From an optimization exercise on the open Yosys and OpenROAD flow, aimed at small area, a short achievable clock period and few clock cycles per item; shortcuts taken in it are not production practice.
Where RTL was checked, it was by simulation tests only, not by an equivalence proof against the original.

## mat_ops_controller
module mat_ops_controller #(
	parameter DATA_LEN = 8,
	parameter N = 8,
	parameter ADDRESS_SIZE = 4
)
(
	input                         i_clk,
	input                         i_rstn,
	input   [DATA_LEN*N-1:0]      i_read_data_A,
	output  [ADDRESS_SIZE-1:0]    o_address_A,
	output                        o_wr_en_A,
	output  [DATA_LEN*N-1:0]      o_write_data_A,
	input   [DATA_LEN*N-1:0]      i_read_data_B,
	output  [ADDRESS_SIZE-1:0]    o_address_B,
	output                        o_wr_en_B,
	output  [DATA_LEN*N-1:0]      o_write_data_B,
	output                        o_done
);
export LEC_CHECK = 0
export CAP_MARGIN = 0
export CORE_MARGIN = 2
export CORE_UTILIZATION = 40
export CTS_BUF_LIST = sky130_fd_sc_hd__clkbuf_4 sky130_fd_sc_hd__clkbuf_8 sky130_fd_sc_hd__clkbuf_16
export CTS_CLUSTER_DIAMETER = 60
export CTS_CLUSTER_SIZE = 30
export PLACE_DENSITY = 0.6
export SETUP_SLACK_MARGIN = 2.5
export SLEW_MARGIN = 0
create_clock -name core_clock -period 5.0 [get_ports {i_clk}]
standard.sh (not shown) runs the stock make flow with config.mk's settings and CLKGATE_MAP_FILE= SYNTH_SCRIPT=/design/flow/synth_recipe.tcl, a recipe that flattens the netlist after the stock synthesis.
==> flow/flow/run.sh <==
#!/bin/bash
# The standard layout (the standard.sh, standard synthesis unchanged) with
# the port buffers made from the smallest buffer cell instead of the
# clock-delay buffer that buffer_ports picks by default.
set -euo pipefail
bash standard.sh BUFFER_PORTS_ARGS="-buffer_cell sky130_fd_sc_hd__buf_1" finish > make_finish.log 2>&1
The baseline passed the timing, design-rule and antenna checks.
Testbench counts at the start, summed over its fixed seeds: cycles 28,808, jobs 384.
Rerun with:
CAP_MARGIN = 20   (was 0)
CTS_CLUSTER_DIAMETER = 80   (was 60)
CTS_CLUSTER_SIZE = 40   (was 30)
SLEW_MARGIN = 20   (was 0)
Result: Register-to-register slack improved by 0.03 ns; first-iteration DRC count is lower by 9.5%; flip-flop and latch count stays the same; worst setup slack is better by 0.030 ns; clock skew grows by 0.013 ns; count of clock-buffer cells in the layout decreases by 10; global-route usage falls by 0.37 points; design area falls by 2.1%; critical path depth is lower by 1.
Rerun with:
CTS_BUF_LIST = default   (was sky130_fd_sc_hd__clkbuf_4 sky130_fd_sc_hd__clkbuf_8 sky130_fd_sc_hd__clkbuf_16)
CTS_CLUSTER_DIAMETER = default   (was 80)
CTS_CLUSTER_SIZE = default   (was 40)
SETUP_SLACK_MARGIN = 2.4   (was 2.5)
Result: Cell count grows by 1.0%. Worst setup slack gets worse by 0.051 ns. Clock-buffer cell count rises by 25. Design area goes up by 2.3%.
Rerun with:
CTS_BUF_LIST = sky130_fd_sc_hd__clkbuf_4 sky130_fd_sc_hd__clkbuf_8 sky130_fd_sc_hd__clkbuf_16   (was default)
CTS_CLUSTER_DIAMETER = 60   (was default)
CTS_CLUSTER_SIZE = 30   (was default)
SETUP_SLACK_MARGIN = 2.5   (was 2.4)
Wire length came out higher by 1.4%.
Worst hold slack stays flat.
Fmax came out higher by 0.88%.
Sequential cell count does not change.
Register-to-register slack hardly moves.
Setup slack improves by 0.021 ns.
Cell area hardly moves.

* * *

Starting RTL as in the previous note.
## mat_ops_controller
module mat_ops_controller #(
	parameter DATA_LEN = 8,
	parameter N = 8,
	parameter ADDRESS_SIZE = 4
)
(
	input                         i_clk,
	input                         i_rstn,
	input   [DATA_LEN*N-1:0]      i_read_data_A,
	output  [ADDRESS_SIZE-1:0]    o_address_A,
	output                        o_wr_en_A,
	output  [DATA_LEN*N-1:0]      o_write_data_A,
	input   [DATA_LEN*N-1:0]      i_read_data_B,
	output  [ADDRESS_SIZE-1:0]    o_address_B,
	output                        o_wr_en_B,
	output  [DATA_LEN*N-1:0]      o_write_data_B,
	output                        o_done
);
export LEC_CHECK = 0
export CAP_MARGIN = 20
export CORE_MARGIN = 2
export CORE_UTILIZATION = 40
export CTS_BUF_LIST = sky130_fd_sc_hd__clkbuf_4 sky130_fd_sc_hd__clkbuf_8 sky130_fd_sc_hd__clkbuf_16
export CTS_CLUSTER_DIAMETER = 80
export CTS_CLUSTER_SIZE = 60
export PLACE_DENSITY = 0.6
export SETUP_SLACK_MARGIN = 2.5
export SLEW_MARGIN = 20
create_clock -name core_clock -period 5.0 [get_ports {i_clk}]
Scripts as last shown in full above: flow/flow/run.sh
The first run completed without violations.
Testbench counts at the start, summed over its fixed seeds: cycles 28,808, jobs 384.
Rerun with:
--- a/flow/config.mk
+++ b/flow/config.mk
@@ -10,5 +10,2 @@
 export CORE_UTILIZATION = 40
-export CTS_BUF_LIST = sky130_fd_sc_hd__clkbuf_4 sky130_fd_sc_hd__clkbuf_8 sky130_fd_sc_hd__clkbuf_16
-export CTS_CLUSTER_DIAMETER = 80
-export CTS_CLUSTER_SIZE = 60
 export PLACE_DENSITY = 0.6
Outcome: Final area goes up by about 3%; clock skew goes down by 0.0094 ns; cell count goes up by about 1.1%; wire length goes up by 2.5%.

* * *

run 1:
Another version of the RTL of mat_ops_controller (not shown whole).
For scale: about 1600 cells after synthesis, ~280 flip-flops.
clock: 5.0 ns
lec_check: 0
cap_margin: 20
core_margin: 2
core_utilization: 40
place_density: 0.6
setup_slack_margin: 3.0
slew_margin: 20
run.sh (not shown) runs the stock make flow with config.mk's settings and CLKGATE_MAP_FILE= SYNTH_SCRIPT=/design/flow/synth_recipe.tcl, a recipe that flattens the netlist after the stock synthesis.
Stock flow here: none of the scripts above is used.
The flow did not stop early for run 1: all stages ran, and the layout cleared the timing, design-rule and antenna checks.
Relative to run 1, the following input files were edited for run 2:
==> flow/flow/run.sh (new file) <==
#!/bin/bash
# The standard layout (the standard.sh, standard synthesis unchanged) with
# the port buffers made from the smallest buffer cell instead of the
# clock-delay buffer that buffer_ports picks by default.
set -euo pipefail
bash standard.sh BUFFER_PORTS_ARGS="-buffer_cell sky130_fd_sc_hd__buf_1" finish > make_finish.log 2>&1
==> flow/standard.sh (new file) <==
#!/bin/bash
# synth_recipe.tcl (not shown) runs the flow's synth.tcl, then flattens the netlist and writes it again
# the make line also repeats each setting of config.mk as NAME=value (left out here)
make -C /OpenROAD-flow-scripts/flow DESIGN_CONFIG=/design/flow/config.mk WORK_HOME=/design/flow/orfs CLKGATE_MAP_FILE= SYNTH_SCRIPT=/design/flow/synth_recipe.tcl "${@:-finish}"
-- flow/config.mk --
<<< run 1, line 12
export SETUP_SLACK_MARGIN = 3.0
>>> run 2, line 12
export SETUP_SLACK_MARGIN = 2.5
removed: flow/run.sh
==> run summary <==
- Run 1 → run 2: adder-cell area share of the yosys netlist about even, final critical path time including I/O delays and setup increased by 47 ps relative to the old numbers, clock latency reported for the late side of the worst-skew pair barely changed, routed via count divided by cell count went down.
- Run 2 ended up with a lower fraction of layout instances using a drive strength above 1 than run 1 did.
- Register fraction of the total cell area: run 2 vs run 1 up 4.6 points
- Re floorplan die area: no difference whatsoever between run 2 and run 1.
- On register cell area after layout, the higher figure sits with run 1, not run 2.
- There was hardly any difference in final weighted congestion of routability-driven global placement between run 1 and run 2.
Edits applied to the flow inputs when going from run 2 to run 3:
==> flow/run.sh (new file) <==
#!/bin/bash
# synth_recipe.tcl (not shown) runs the flow's synth.tcl, then flattens the netlist and writes it again
# the make line also repeats each setting of config.mk as NAME=value (left out here)
make -C /OpenROAD-flow-scripts/flow DESIGN_CONFIG=/design/flow/config.mk WORK_HOME=/design/flow/orfs CLKGATE_MAP_FILE= SYNTH_SCRIPT=/design/flow/synth_recipe.tcl finish
removed: flow/flow/run.sh
removed: flow/standard.sh
### Flow results
Summary of run 3 over run 2: critical path depth climbed 1; multi-input gate area in the final layout climbed 0.48%; global-route wire length before repair barely changed.
Run 2 tops out at a higher clock frequency than run 3.
Wire length on met1 went up by a few percent going from run 2 to run 3.
The following lists how run 4 was set up differently from run 3:
-- flow/config.mk --
<<< run 3, line 11
>>> run 4, line 11
export CTS_BUF_LIST = sky130_fd_sc_hd__clkbuf_4 sky130_fd_sc_hd__clkbuf_8
## What came out
Run 4 against run 3: total of cells resized after clock tree synthesis saw an increase, global-route usage held, wire length of the first global-routing pass has remained practically unchanged. Setup slack was lower in run 4 than in run 3. Compared with run 3, the detailed router inserted more vias in run 4. Run 3 → run 4: final instance area shows a reduction of 63 um^2, ratio of final minimum period to clock period shows an increase of 0.61 points.
Function was not checked in any run of this note: the RTL went through the layout flow alone.

* * *

mat_ops_controller, a different RTL version from the one above (not shown whole).
Size in the first run: about 1,200 cells after synthesis, ~13,000 sq um of cells after synthesis.
clock: 5.0 ns
lec_check: 0
cap_margin: 20
core_margin: 2
core_utilization: 40
cts_buf_list: sky130_fd_sc_hd__clkbuf_4 sky130_fd_sc_hd__clkbuf_8 sky130_fd_sc_hd__clkbuf_16
cts_cluster_diameter: 60
cts_cluster_size: 30
place_density: 0.6
setup_slack_margin: 2.5
slew_margin: 20
standard.sh (not shown) runs the stock make flow with config.mk's settings and CLKGATE_MAP_FILE= SYNTH_SCRIPT=/design/flow/synth_recipe.tcl, a recipe that flattens the netlist after the stock synthesis.
==> flow/flow/run.sh <==
#!/bin/bash
# The standard layout (the standard.sh, standard synthesis unchanged) with
# the port buffers made from the smallest buffer cell instead of the
# clock-delay buffer that buffer_ports picks by default.
set -euo pipefail
bash standard.sh BUFFER_PORTS_ARGS="-buffer_cell sky130_fd_sc_hd__buf_1" finish > make_finish.log 2>&1
==> next run, changes <==
ABC_AREA = 1   (was unset)
What happened:
- The changed run produced a clean layout
- wire length rises by 24%
- final area goes up by 8.5%
- non-clock buffer count decreases by 3
- fmax goes up by 2.4%
- hold slack gains 0.012 ns
- cell count grows by 37%
- global-route usage increases by 2.0 points
- worst setup slack is better by 0.059 ns
No run of this note included a check of the RTL's function; only the layout flow was run.

==> afterwards: timing with drivers on the ports <==
No port has a modelled driver above. Below, the same layouts with a new extraction and two added sets of constraints.
Step 1 (the two cells are an assumption about what drives the block):
set clk [get_ports {i_clk}]
set_driving_cell -lib_cell sky130_fd_sc_hd__clkbuf_16 $clk
set_driving_cell -lib_cell sky130_fd_sc_hd__buf_2 [delete_from_list [all_inputs] $clk]
Step 2 also shifts input and output timing later by t, the mid clock arrival at the registers, as if the neighbouring blocks saw the same clock.
a / b / c = ideal / step 1 / step 2; a / b = the first two.
| run | t (ns) | setup WS [ns] | hold WS [ns] | worst setup path at the end |
|---|---|---|---|---|
| the first run of note 1 | 0.560 | 2.567 / 2.554 / 2.307 | 0.333 / 0.333 / 0.333 | input to register |
| the second run of note 1 | 0.535 | 2.597 / 2.583 / 2.286 | 0.336 / 0.336 / 0.336 | input to register |
| the third run of note 1 | 0.575 | 2.546 / 2.496 / 2.256 | 0.330 / 0.330 / 0.330 | input to register |
| the fourth run of note 1 | 0.560 | 2.567 / 2.554 / 2.307 | 0.333 / 0.333 / 0.333 | input to register |
| the first run of note 2 | 0.535 | 2.597 / 2.583 / 2.286 | 0.336 / 0.336 / 0.336 | input to register |
| the second run of note 2 | 0.571 | 2.547 / 2.541 / 2.272 | 0.332 / 0.332 / 0.332 | input to register |
| run 1 | 0.570 | 2.455 / 2.455 / 2.455 | 0.315 / 0.315 / 0.315 | register to register |
| run 2 | 0.575 | 2.408 / 2.408 / 2.142 | 0.325 / 0.325 / 0.325 | input to register |
| run 3 | 0.560 | 2.340 / 2.340 / 2.340 | 0.323 / 0.323 / 0.323 | register to register |
| run 4 | 0.657 | 2.310 / 2.310 / 2.310 | 0.326 / 0.326 / 0.326 | register to register |
| the first run of note 4 | 0.574 | 2.514 / 2.514 / 2.301 | 0.337 / 0.337 / 0.337 | input to register |
| the second run of note 4 | 0.586 | 2.573 / 2.573 / 2.237 | 0.349 / 0.349 / 0.349 | input to register |
After both steps setup and hold are still met in every run listed. The setup slack of the second run of note 4, which loses most, moves by 0.000 ns with the drivers and by -0.336 ns with both steps.
